From an optimization exercise on the open Yosys and OpenROAD flow, aimed at small area, a short achievable clock period and few clock cycles; shortcuts taken in it are not production practice.
In this exercise RTL edits were held to simulation tests only and were not proved equivalent to the original.

==> 06-14: inputs <==
==> flow/design.v (excerpt) <==
module Encoder (clk, rst, in, start, ready, putInput, outReady, out);
clock: 10.0 ns
lec_check: 0
cap_margin: 30
core_margin: 2
core_utilization: 40
slew_margin: 30
standard.sh (not shown) runs the stock make flow with config.mk's settings and CLKGATE_MAP_FILE= SYNTH_SCRIPT=/design/flow/synth_recipe.tcl, a recipe that flattens the netlist after the stock synthesis.
==> flow/flow/run.sh <==
#!/bin/bash
set -euo pipefail
W=$(pwd)
F=$W/flow
EXTRA=()
if [[ -f $F/extra.txt ]]; then mapfile -t EXTRA < "$F/extra.txt"; fi

sed "s#^  log_cmd abc {\*}\$abc_args#  techmap -map $F/cells_map.v#" \
  "$FLOW_HOME/scripts/synth.tcl" > "$W/synth_mod.tcl"
grep -q "cells_map.v" "$W/synth_mod.tcl"
sed "s#source \$::env(SCRIPTS_DIR)/synth.tcl#source $W/synth_mod.tcl#" \
  "$W/synth_recipe.tcl" > "$W/my_synth.tcl"
grep -q "synth_mod.tcl" "$W/my_synth.tcl"
echo "exec python3 $F/fix.py \$::env(RESULTS_DIR)/1_2_yosys.v" >> "$W/my_synth.tcl"
sed "s#SYNTH_SCRIPT=[^ ]*#SYNTH_SCRIPT=$W/my_synth.tcl#" "$W/standard.sh" > "$W/my_standard.sh"
grep -q "my_synth.tcl" "$W/my_standard.sh"

bash "$W/my_standard.sh" "${EXTRA[@]}" synth > "$W/synth.log" 2>&1
bash "$W/my_standard.sh" "${EXTRA[@]}" finish > "$W/layout.log" 2>&1
test -s "$W/out/final.def"
Other scripts of this flow, unchanged in this note and not shown: flow/flow/cells_map.v, flow/flow/extra.txt, flow/flow/fix.py
==> 08-28 (differences from 06-14) <==
--- a/flow/config.mk
+++ b/flow/config.mk
@@ -10,2 +10,4 @@
 export CORE_UTILIZATION = 40
+export CTS_CLUSTER_DIAMETER = 80
+export CTS_CLUSTER_SIZE = 24
 export SLEW_MARGIN = 30
==> reports/metrics.cfg <==
[clock_network]
ctsResizeCount = 130
clk_pin_slew_worst_paths_ps = 70

[timing]
worst_slack_ps = 6240

[final_layout]
clkbuf_count = 290
area_growth_pct = 19.5

[worst_setup_path]
crit_arrival_ps = 4570
required_ps = 10810
slowest_delay_ps = 1030

[routing]
drt_iter0_drc = 16100

[status]
status = complete, no violations

(the above is from 06-14)
==> reports/metrics.cfg <==
[clock_network]
ctsResizeCount = 141
clk_pin_slew_worst_paths_ps = 100

[worst_hold_path]
hold_depth = 2

[worst_setup_path]
slowest_delay_ps = 720
required_ps = 10690
crit_arrival_ps = 4530

[timing]
worst_slack_ps = 6160
final.period_utilization_pct = 38.4

[final_layout]
area_growth_pct = 17.3
clkbuf_count = 133

[status]
status = complete, no violations

[routing]
drt_iter0_drc = 16500

(the above is from 08-28)
Testbench counts of 06-14, summed over its fixed seeds: cycles 1,980.
Testbench counts of 08-28, summed over its fixed seeds: cycles 1,980.

---

==> raven: inputs <==
Starting RTL as in the previous note.
==> flow/config.mk <==
export PLATFORM = sky130hd
export DESIGN_NAME = Encoder
export DESIGN_NICKNAME = Encoder
export VERILOG_FILES = /design/flow/design.v
export SDC_FILE = /design/flow/constraint.sdc
export NUM_CORES = 4
export LEC_CHECK = 0
export CAP_MARGIN = 30
export CORE_MARGIN = 2
export CORE_UTILIZATION = 40
export SLEW_MARGIN = 30
==> flow/constraint.sdc <==
create_clock -name core_clock -period 10.0 [get_ports {clk}]
set_input_delay 2.0000 -clock core_clock [delete_from_list [all_inputs] [get_ports {clk}]]
set_output_delay 2.0000 -clock core_clock [all_outputs]
set_load 0.01 [all_outputs]
==> flow/flow/extra.txt <==
SETUP_SLACK_MARGIN=6.5
BUFFER_PORTS_ARGS=-buffer_cell sky130_fd_sc_hd__buf_4
Scripts as last shown in full above: flow/flow/run.sh
Other scripts of this flow, unchanged in this note and not shown: flow/flow/cells_map.v, flow/flow/fix.py
==> harbor: changes against raven <==
==> flow/flow/extra.txt (replaced) <==
SETUP_SLACK_MARGIN=6.5
BUFFER_PORTS_ARGS=-buffer_cell sky130_fd_sc_hd__buf_4
MATCH_CELL_FOOTPRINT=0
--- a/flow/config.mk
+++ b/flow/config.mk
@@ -7,5 +7,5 @@
 export LEC_CHECK = 0
-export CAP_MARGIN = 30
+export CAP_MARGIN = 40
 export CORE_MARGIN = 2
 export CORE_UTILIZATION = 40
-export SLEW_MARGIN = 30
+export SLEW_MARGIN = 40
==> juniper: changes against raven <==
==> flow/flow/extra.txt (replaced) <==
SETUP_SLACK_MARGIN=6.7
BUFFER_PORTS_ARGS=-buffer_cell sky130_fd_sc_hd__buf_4
MATCH_CELL_FOOTPRINT=0
--- a/flow/config.mk
+++ b/flow/config.mk
@@ -10,2 +10,4 @@
 export CORE_UTILIZATION = 40
+export CTS_CLUSTER_DIAMETER = 80
+export CTS_CLUSTER_SIZE = 24
 export SLEW_MARGIN = 30
==> impl_metrics.py <==
metrics = {
    "finish": {
        "num-nonclk-buffers": 384,
        "n_clock_buffer": 290,
        "antenna-diode-count": 18,
        "areaGrowthSynthToFinish_pct": 21.5,
    },
    "route": {
        "wl_met1_um": 214000,
    },
    "status": {
        "status": "complete, no violations",
    },
    "sta": {
        "fin_skew_ns": 0.0498,
    },
}
The numbers above come from harbor.

==> impl_metrics.py <==
metrics = {
    "sta": {
        "fin_skew_ns": 0.0721,
        "fmax_mhz": 275,
        "hold_viol": 0,
    },
    "status": {
        "status": "complete, no violations",
    },
    "finish": {
        "n_clock_buffer": 133,
        "areaGrowthSynthToFinish_pct": 21.6,
        "antenna-diode-count": 52,
    },
    "route": {
        "wl_met1_um": 210000,
    },
}
The numbers above come from juniper.

==> impl_metrics.py <==
metrics = {
    "status": {
        "status": "complete, no violations",
    },
    "finish": {
        "num-nonclk-buffers": 373,
        "antenna-diode-count": 32,
        "areaGrowthSynthToFinish_pct": 19.5,
    },
    "sta": {
        "fin_skew_ns": 0.0574,
    },
    "route": {
        "wl_met1_um": 213000,
    },
}
The numbers above come from raven.

Testbench counts of raven, summed over its fixed seeds: cycles 1,980.
Testbench counts of harbor, summed over its fixed seeds: cycles 1,980.
Testbench counts of juniper, summed over its fixed seeds: cycles 1,980.

afterwards: timing with drivers on the ports:
The results above use ideal ports. As a check the final layouts listed here were re-extracted and re-timed, cells and wires unchanged.
Step 1 assumes that a clkbuf_16 drives the clock port and a buf_2 every other input.
Step 2, shift: input delay + t, output delay - t, t = (earliest + latest rising clock arrival at the registers) / 2. This alone moves slack from input paths to output paths.
a / b / c = ideal / step 1 / step 2; a / b = the first two.
run | t (ns) | setup WS [ns] | worst setup path at the end | worst register clock-pin slew, ns | worst data-port slew with drivers (ns)
06-14 | 0.997 | 6.243 / 6.243 / 6.243 | register to register | 0.07 / 0.07 | 0.03
08-28 | 0.940 | 6.157 / 6.157 / 6.157 | register to register | 0.11 / 0.11 | 0.03
raven | 0.997 | 6.243 / 6.243 / 6.243 | register to register | 0.07 / 0.07 | 0.03
harbor | 1.009 | 6.123 / 6.123 / 6.123 | register to register | 0.07 / 0.07 | 0.03
juniper | 0.948 | 6.360 / 6.360 / 6.360 | register to register | 0.11 / 0.11 | 0.03
After both steps setup and hold are still met in every run listed.
